From an optimization exercise on the open Yosys and OpenROAD flow, aimed at small area; shortcuts taken in it are not production practice. At most, simulation tests tie the RTL to the original design; equivalence was not proved.

## build 64
==> flow/design.v (excerpt) <==
module top(
	input						clk,
	input						rst_n,
	input 	[8-1:0]	pixel_in,
	input						valid_in,
	input	[2-1:0]color_in,
	input						last_col_in,
	input						last_pic_in,
	input	[3-1:0]	mode_in,
	output 	[8-1:0]	pixel_out,
	output						valid_out,
	output  [2-1:0]color_out,
	output						last_col_out,
	output						last_pic_out,
	output						finish_operation
);
Size in the first run: ~3,600 cells after synthesis, about 920 flip-flops, ~32 I/O pins.
clock: 10.0 ns
lec_check: 0
abc_area: 1
cap_margin: 0
core_margin: 2
core_utilization: 65
slew_margin: 0
standard.sh (not shown) runs the stock make flow with config.mk's settings and CLKGATE_MAP_FILE= SYNTH_SCRIPT=/design/flow/synth_recipe.tcl, a recipe that flattens the netlist after the stock synthesis.
==> flow/flow/run.sh <==
#!/bin/bash
# The standard layout with two changes:
# - the synthesis maps with an area-oriented ABC script (flow/abc_area.script);
#   everything else in it is the standard flow's own synthesis script (synth_recipe.tcl)
# - clock tree synthesis adds no dummy loads (inverters that drive nothing)
set -euo pipefail
HERE=$(pwd)
cat > "$HERE/area_synth.tcl" <<EOT
proc abc {args} {
  set i [lsearch -exact \$args -script]
  if {\$i >= 0} { set args [lreplace \$args [expr {\$i+1}] [expr {\$i+1}] $HERE/flow/abc_area.script] }
  yosys abc {*}\$args
}
source $HERE/synth_recipe.tcl
EOT
bash standard.sh SYNTH_SCRIPT="$HERE/area_synth.tcl" \
  CTS_ARGS="-sink_clustering_enable -repair_clock_nets -dont_use_dummy_load -sink_clustering_size 16 -sink_clustering_max_diameter 50 -buf_list sky130_fd_sc_hd__clkbuf_8" \
  finish > standard.log 2>&1
==> flow/flow/abc_area.script <==
strash
dch -f
amap -m -F 3 -A 10
topo
stime -c
[inputs] build 88 vs build 64
# build 64
export LEC_CHECK = 0
export ABC_AREA = 1
export CAP_MARGIN = 0
export CORE_MARGIN = 2
export CORE_UTILIZATION = 65
export SLEW_MARGIN = 0
create_clock -name core_clock -period 10.0 [get_ports {clk}]
# build 88
export LEC_CHECK = 0
export ABC_AREA = 1
export CAP_MARGIN = 20
export CORE_MARGIN = 2
export CORE_UTILIZATION = 40
export CTS_BUF_LIST = sky130_fd_sc_hd__clkbuf_8
export CTS_CLUSTER_DIAMETER = 50
export CTS_CLUSTER_SIZE = 16
export SLEW_MARGIN = 20
create_clock -name core_clock -period 10.0 [get_ports {clk}]
-- flow/flow/run.sh --
<<< build 64, line 16
bash standard.sh SYNTH_SCRIPT="$HERE/area_synth.tcl" \
  CTS_ARGS="-sink_clustering_enable -repair_clock_nets -dont_use_dummy_load -sink_clustering_size 16 -sink_clustering_max_diameter 50 -buf_list sky130_fd_sc_hd__clkbuf_8" \
  finish > standard.log 2>&1
>>> build 88, line 16
bash standard.sh SYNTH_SCRIPT="$HERE/area_synth.tcl" \
  CTS_ARGS="-sink_clustering_enable -repair_clock_nets -dont_use_dummy_load -sink_clustering_size 10 -sink_clustering_max_diameter 35 -buf_list sky130_fd_sc_hd__clkbuf_4" \
  finish > standard.log 2>&1
==> flow/flow/abc_area.script <==
strash
dch -f
amap
topo
stime -c
buffer -c
upsize -c
dnsize -c
==> comparison <==
- Build 88 ends up with lower final critical-path required period than build 64 does.
- Build 88 was carried through to the last stage, and its layout satisfied the timing, DRC and antenna checks.
- Compared with build 64, build 88 shows a lower global-route usage.
- Post-synthesis instance total (build 88 over build 64): increase, 125
- Build 88 vs. build 64: first-pass GRT wire length has decreased, effective utilization at floorplan shows a reduction of 26 points, proportion of cell area occupied by multi-input gates barely changed.
- Build 88 vs build 64 — critical path depth dropped by a few percent
- Routed wire length delta for build 88 relative to build 64: 2.4 mm lower
- Delta (build 88 minus build 64): depth of the CTS H-tree +1, endpoint arrival time on the critical path +220 ps.
Input-level comparison between build 96 and build 88:
# build 88
export LEC_CHECK = 0
export ABC_AREA = 1
export CAP_MARGIN = 20
export CORE_MARGIN = 2
export CORE_UTILIZATION = 40
export CTS_BUF_LIST = sky130_fd_sc_hd__clkbuf_8
export CTS_CLUSTER_DIAMETER = 50
export CTS_CLUSTER_SIZE = 16
export SLEW_MARGIN = 20
create_clock -name core_clock -period 10.0 [get_ports {clk}]
# build 96
export LEC_CHECK = 0
export ABC_AREA = 1
export CAP_MARGIN = 20
export CORE_MARGIN = 2
export CORE_UTILIZATION = 75
export SLEW_MARGIN = 20
create_clock -name core_clock -period 10.0 [get_ports {clk}]
-- flow/flow/run.sh --
<<< build 88, line 16
bash standard.sh SYNTH_SCRIPT="$HERE/area_synth.tcl" \
  CTS_ARGS="-sink_clustering_enable -repair_clock_nets -dont_use_dummy_load -sink_clustering_size 10 -sink_clustering_max_diameter 35 -buf_list sky130_fd_sc_hd__clkbuf_4" \
  finish > standard.log 2>&1
>>> build 96, line 16
bash standard.sh SYNTH_SCRIPT="$HERE/area_synth.tcl" \
  CTS_ARGS="-sink_clustering_enable -repair_clock_nets -dont_use_dummy_load -sink_clustering_size 16 -sink_clustering_max_diameter 50 -buf_list sky130_fd_sc_hd__clkbuf_8" \
  finish > standard.log 2>&1
==> flow/flow/abc_area.script <==
strash
dch -f
amap -m -F 3 -A 10
topo
stime -c
[summary]
Going from build 88 to build 96, count of buffers not belonging to the clock network in the layout decreased 1.6%; wire length of the first global-routing pass increased about 7%; required time at the endpoint of the critical path decreased 220 ps.
For build 96, the cell type of the slowest stage on the worst timing path was sky130_fd_sc_hd__dfrtp_1, unlike build 88, where it was sky130_fd_sc_hd__nor3_2.
Build 96 gives less post-synthesis cell area than build 88 did.
Build 88 has a lower final critical-path required period than build 96.
Relative to build 96, the following input files were edited for build 31:
# build 96
export LEC_CHECK = 0
export ABC_AREA = 1
export CAP_MARGIN = 20
export CORE_MARGIN = 2
export CORE_UTILIZATION = 75
export SLEW_MARGIN = 20
create_clock -name core_clock -period 10.0 [get_ports {clk}]
# build 31
export LEC_CHECK = 0
export ABC_AREA = 1
export CAP_MARGIN = 20
export CORE_MARGIN = 2
export CORE_UTILIZATION = 40
export CTS_BUF_LIST = sky130_fd_sc_hd__clkbuf_8
export CTS_CLUSTER_DIAMETER = 50
export CTS_CLUSTER_SIZE = 16
export SLEW_MARGIN = 20
create_clock -name core_clock -period 10.0 [get_ports {clk}]
==> flow/flow/abc_area.script <==
strash
dch -f
amap
topo
stime -c
==> comparison <==
Number of non-clock buffers in the layout (higher): build 31. From build 31 to build 96, number of setup buffers added after CTS did not move at all. The via count in build 31 is 0.910 times that in build 96. Going from build 96 to build 31, sequential cell area fraction in the yosys report shrinks by 0.15 points.
Changes in build 67 relative to build 31:
# build 31
export LEC_CHECK = 0
export ABC_AREA = 1
export CAP_MARGIN = 20
export CORE_MARGIN = 2
export CORE_UTILIZATION = 40
export CTS_BUF_LIST = sky130_fd_sc_hd__clkbuf_8
export CTS_CLUSTER_DIAMETER = 50
export CTS_CLUSTER_SIZE = 16
export SLEW_MARGIN = 20
create_clock -name core_clock -period 10.0 [get_ports {clk}]
# build 67
export LEC_CHECK = 0
export ABC_AREA = 1
export CAP_MARGIN = 20
export CORE_MARGIN = 2
export CORE_UTILIZATION = 65
export SLEW_MARGIN = 20
create_clock -name core_clock -period 10.0 [get_ports {clk}]
==> flow/flow/abc_area.script <==
strash
dch -f
amap -m -F 3 -A 10
topo
stime -c
--- outcome ---
Build 67: full flow OK, the timing, DRC and antenna checks passed. Number of antenna repair diodes: build 67 vs build 31 down 1. In build 67, the arrival time of the worst setup path came out 100 ps above the value in build 31. Utilization after layout ends up higher on build 67.


== the reference run ==
Another version of the RTL of top (not shown whole).
Size: roughly 32 I/O pins, ~42000 um2 of cells after synthesis.
clock: 10.0 ns
lec_check: 0
abc_area: 1
cap_margin: 20
core_margin: 2
core_utilization: 40
cts_buf_list: sky130_fd_sc_hd__clkbuf_8
cts_cluster_diameter: 50
cts_cluster_size: 16
slew_margin: 20
==> flow/flow/run.sh <==
#!/bin/bash
# The standard layout with two changes:
# - the synthesis maps with an area-oriented ABC script (flow/abc_area.script);
#   everything else in it is the standard flow's own synthesis script (synth_recipe.tcl)
# - clock tree synthesis adds no dummy loads (inverters that drive nothing)
set -euo pipefail
HERE=$(pwd)
cat > "$HERE/area_synth.tcl" <<EOT
proc abc {args} {
  set i [lsearch -exact \$args -script]
  if {\$i >= 0} { set args [lreplace \$args [expr {\$i+1}] [expr {\$i+1}] $HERE/flow/abc_area.script] }
  yosys abc {*}\$args
}
source $HERE/synth_recipe.tcl
EOT
bash standard.sh SYNTH_SCRIPT="$HERE/area_synth.tcl" \
  CTS_ARGS="-sink_clustering_enable -repair_clock_nets -dont_use_dummy_load -sink_clustering_size 10 -sink_clustering_max_diameter 35 -buf_list sky130_fd_sc_hd__clkbuf_4" \
  finish > standard.log 2>&1
==> flow/flow/abc_area.script <==
strash
dch -f
amap
topo
stime -c
The reference run completed end to end; final checks failed (setup timing).
### the reference run -> the trial run
-- flow/flow/run.sh --
<<< the reference run, line 15
EOT
bash standard.sh SYNTH_SCRIPT="$HERE/area_synth.tcl" \
  CTS_ARGS="-sink_clustering_enable -repair_clock_nets -dont_use_dummy_load -sink_clustering_size 10 -sink_clustering_max_diameter 35 -buf_list sky130_fd_sc_hd__clkbuf_4" \
  finish > standard.log 2>&1
>>> the trial run, line 15
EOT
bash standard.sh SYNTH_SCRIPT="$HERE/area_synth.tcl" \
  CTS_ARGS="-sink_clustering_enable -repair_clock_nets -dont_use_dummy_load -sink_clustering_size 16 -sink_clustering_max_diameter 50 -buf_list sky130_fd_sc_hd__clkbuf_8" \
  finish > standard.log 2>&1
==> comparison <==
The final report for the trial run shows a completed flow and a layout that fails verification, specifically setup timing.
Cmp the trial run vs the reference run: wire length of the first global-routing pass lower in the trial run
Compared the trial run against the reference run; final weighted congestion of routability-driven global placement within noise.
Between the trial run and the reference run, the number of vias per cell after detailed routing does not differ in any meaningful way.
No run of this note included a check of the RTL's function; only the layout flow was run.


Setup of garnet:
Another version of the RTL of top (not shown whole).
Size: about 4300 cells after synthesis, ~930 flip-flops, ~32 I/O pins, ~44000 um2 of cells after synthesis.
==> flow/design.v (excerpt) <==
module top(
	input						clk,
	input						rst_n,
	input 	[8-1:0]	pixel_in,
	input						valid_in,
	input	[2-1:0]color_in,
	input						last_col_in,
	input						last_pic_in,
	input	[3-1:0]	mode_in,
	output 	[8-1:0]	pixel_out,
	output						valid_out,
	output  [2-1:0]color_out,
	output						last_col_out,
	output						last_pic_out,
	output						finish_operation
);
==> flow/config.mk <==
export PLATFORM = sky130hd
export DESIGN_NAME = top
export DESIGN_NICKNAME = top
export VERILOG_FILES = /design/flow/design.v
export SDC_FILE = /design/flow/constraint.sdc
export NUM_CORES = 4
export LEC_CHECK = 0
export ABC_AREA = 1
export CAP_MARGIN = 20
export CORE_MARGIN = 2
export CORE_UTILIZATION = 40
export CTS_BUF_LIST = sky130_fd_sc_hd__clkbuf_8
export CTS_CLUSTER_DIAMETER = 50
export CTS_CLUSTER_SIZE = 16
export SLEW_MARGIN = 20
==> flow/constraint.sdc <==
create_clock -name core_clock -period 10.0 [get_ports {clk}]
set_input_delay 2.0000 -clock core_clock [delete_from_list [all_inputs] [get_ports {clk}]]
set_output_delay 2.0000 -clock core_clock [all_outputs]
set_load 0.01 [all_outputs]
==> flow/flow/run.sh <==
#!/bin/bash
# The standard layout, with clock tree synthesis told not to add dummy
# loads (balancing inverters that drive nothing).
set -euo pipefail
bash standard.sh \
  CTS_ARGS="-sink_clustering_enable -repair_clock_nets -dont_use_dummy_load -sink_clustering_size 12 -sink_clustering_max_diameter 40 -buf_list sky130_fd_sc_hd__clkbuf_4" \
  finish > standard.log 2>&1
garnet did not stop at any stage, and its layout met the timing, DRC and antenna checks.
Input-level comparison between fjord and garnet:
==> flow/run.sh (new file) <==
#!/bin/bash
# synth_recipe.tcl (not shown) runs the flow's synth.tcl, then flattens the netlist and writes it again
# the make line also repeats each setting of config.mk as NAME=value (left out here)
make -C /OpenROAD-flow-scripts/flow DESIGN_CONFIG=/design/flow/config.mk WORK_HOME=/design/flow/orfs CLKGATE_MAP_FILE= SYNTH_SCRIPT=/design/flow/synth_recipe.tcl finish
removed: flow/flow/run.sh
removed: flow/standard.sh
Results
- Share of cell area taken by flip-flops and latches in fjord is 1.7 points below garnet.
- Diff garnet..fjord | pin slew with the least headroom to its limit | negligible
- Fraction of the cycle the final worst path needs of garnet is on par with fjord.
- Comparing fjord with garnet, the share of final layout cell area taken by non-clock buffers came out essentially unchanged.
- Compared with garnet, in fjord post-layout utilization of the core +1.4 points, count of flip-flops with a built-in enable after synthesis level.
[inputs] juniper vs fjord
==> flow/flow/run.sh (new file) <==
#!/bin/bash
# The standard layout, with clock tree synthesis told not to add dummy
# loads (balancing inverters that drive nothing).
set -euo pipefail
bash standard.sh \
  CTS_ARGS="-sink_clustering_enable -repair_clock_nets -dont_use_dummy_load -sink_clustering_size 16 -sink_clustering_max_diameter 50 -buf_list sky130_fd_sc_hd__clkbuf_8" \
  finish > standard.log 2>&1
==> flow/standard.sh (new file) <==
#!/bin/bash
# synth_recipe.tcl (not shown) runs the flow's synth.tcl, then flattens the netlist and writes it again
# the make line also repeats each setting of config.mk as NAME=value (left out here)
make -C /OpenROAD-flow-scripts/flow DESIGN_CONFIG=/design/flow/config.mk WORK_HOME=/design/flow/orfs CLKGATE_MAP_FILE= SYNTH_SCRIPT=/design/flow/synth_recipe.tcl "${@:-finish}"
removed: flow/run.sh
Compared to fjord, juniper has growth of design area from synthesis to finish 2.4 points lower. Going from fjord to juniper, final cycle utilization of the critical path closely matched the old numbers, worst setup margin now smaller. juniper vs fjord, sequential share of layout area went up by 1.2 points. Looking at design area, juniper sits about 2.2% lower than fjord does. juniper vs. fjord: clock-buffer cell count went down by 11%. Re first-pass iteration count of the detailed router: fjord was higher than juniper. Number of fill cells in juniper vs fjord: up about 0.9%.


top, a different RTL version from the one above (not shown whole).
Size in the first run: about 3400 cells after synthesis, ~930 flip-flops, ~32 I/O pins.
==> flow/config.mk <==
export PLATFORM = sky130hd
export DESIGN_NAME = top
export DESIGN_NICKNAME = top
export VERILOG_FILES = /design/flow/design.v
export SDC_FILE = /design/flow/constraint.sdc
export NUM_CORES = 4
export LEC_CHECK = 0
export ABC_AREA = 1
export CAP_MARGIN = 20
export CORE_MARGIN = 2
export CORE_UTILIZATION = 75
export GPL_ROUTABILITY_DRIVEN = 0
export GPL_TIMING_DRIVEN = 0
export SLEW_MARGIN = 20
==> flow/constraint.sdc <==
create_clock -name core_clock -period 10.0 [get_ports {clk}]
set_input_delay 2.0000 -clock core_clock [delete_from_list [all_inputs] [get_ports {clk}]]
set_output_delay 2.0000 -clock core_clock [all_outputs]
set_load 0.01 [all_outputs]
==> flow/flow/run.sh <==
#!/bin/bash
# The standard layout with two changes:
# - the synthesis maps with an area-oriented ABC script (flow/abc_area.script);
#   everything else in it is the standard flow's own synthesis script (synth_recipe.tcl)
# - clock tree synthesis adds no dummy loads (inverters that drive nothing)
set -euo pipefail
HERE=$(pwd)
cat > "$HERE/area_synth.tcl" <<EOT
proc abc {args} {
  set i [lsearch -exact \$args -script]
  if {\$i >= 0} { set args [lreplace \$args [expr {\$i+1}] [expr {\$i+1}] $HERE/flow/abc_area.script] }
  yosys abc {*}\$args
}
source $HERE/synth_recipe.tcl
EOT
bash standard.sh SYNTH_SCRIPT="$HERE/area_synth.tcl" \
  CTS_ARGS="-sink_clustering_enable -repair_clock_nets -dont_use_dummy_load -sink_clustering_size 16 -sink_clustering_max_diameter 50 -buf_list sky130_fd_sc_hd__clkbuf_8" \
  finish > standard.log 2>&1
==> flow/flow/abc_area.script <==
strash
dch -f
amap -m -F 3 -A 10
topo
stime -c
The first run went through all stages and came out clean.
Rerun with:
--- a/flow/flow/run.sh
+++ b/flow/flow/run.sh
@@ -15,4 +15,4 @@
 EOT
 bash standard.sh SYNTH_SCRIPT="$HERE/area_synth.tcl" \
-  CTS_ARGS="-sink_clustering_enable -repair_clock_nets -dont_use_dummy_load -sink_clustering_size 16 -sink_clustering_max_diameter 50 -buf_list sky130_fd_sc_hd__clkbuf_8" \
+  CTS_ARGS="-sink_clustering_enable -repair_clock_nets -dont_use_dummy_load -sink_clustering_size 14 -sink_clustering_max_diameter 45 -buf_list sky130_fd_sc_hd__clkbuf_8" \
   finish > standard.log 2>&1
- GPL_ROUTABILITY_DRIVEN: 0 -> unset
- GPL_TIMING_DRIVEN: 0 -> unset
Via count is higher by 4.5%.
Cell count is higher by 0.31%.
Synthesized area does not change.
Global-route usage is higher by 4.5 points.
Rerun with:
--- a/flow/flow/run.sh
+++ b/flow/flow/run.sh
@@ -15,4 +15,4 @@
 EOT
 bash standard.sh SYNTH_SCRIPT="$HERE/area_synth.tcl" \
-  CTS_ARGS="-sink_clustering_enable -repair_clock_nets -dont_use_dummy_load -sink_clustering_size 14 -sink_clustering_max_diameter 45 -buf_list sky130_fd_sc_hd__clkbuf_8" \
+  CTS_ARGS="-sink_clustering_enable -repair_clock_nets -dont_use_dummy_load -sink_clustering_size 16 -sink_clustering_max_diameter 50 -buf_list sky130_fd_sc_hd__clkbuf_8" \
   finish > standard.log 2>&1
Result:
- flip-flop and latch count is unchanged
- clock-buffer cell count falls by 14
- worst hold slack stays flat

==> afterwards: timing with drivers on the ports <==
How much do the figures lean on ideal ports? The routed layouts below were timed once more, with nothing changed but the port constraints. Step 1: set_driving_cell puts a clkbuf_16 on clk and a buf_2 on each other input, an assumption about the parent block. Step 2 adds t to the input delays and takes it off the output delays; t is the mean of the earliest and latest rising clock arrival at the registers after step 1. Input paths then give back, and output paths get back, about the clock's delay inside the block. Slacks: ideal ports / drivers / drivers and shift; pairs: ideal ports / drivers.
run	t, ns	slack for setup (ns)	worst register clock-pin slew, ns
build 64	0.725	0.868 / 0.868 / 0.868	0.10 / 0.10
build 88	1.064	0.892 / 0.892 / 0.892	0.12 / 0.12
build 96	0.731	0.701 / 0.701 / 0.701	0.10 / 0.10
build 31	0.781	1.081 / 1.081 / 1.081	0.09 / 0.09
build 67	0.729	0.870 / 0.870 / 0.870	0.10 / 0.10
the reference run	1.047	-1.063 / -1.063 / -1.063	0.11 / 0.11
the trial run	0.792	-0.920 / -0.920 / -0.920	0.10 / 0.10
garnet	1.060	1.210 / 1.210 / 1.210	0.12 / 0.12
fjord	0.829	1.209 / 1.209 / 1.209	0.10 / 0.10
juniper	0.800	1.196 / 1.196 / 1.196	0.10 / 0.10
the first run of note 4	0.726	0.412 / 0.412 / 0.412	0.10 / 0.10
the second run of note 4	0.746	0.754 / 0.754 / 0.754	0.10 / 0.10
the third run of note 4	0.725	0.869 / 0.869 / 0.869	0.10 / 0.10
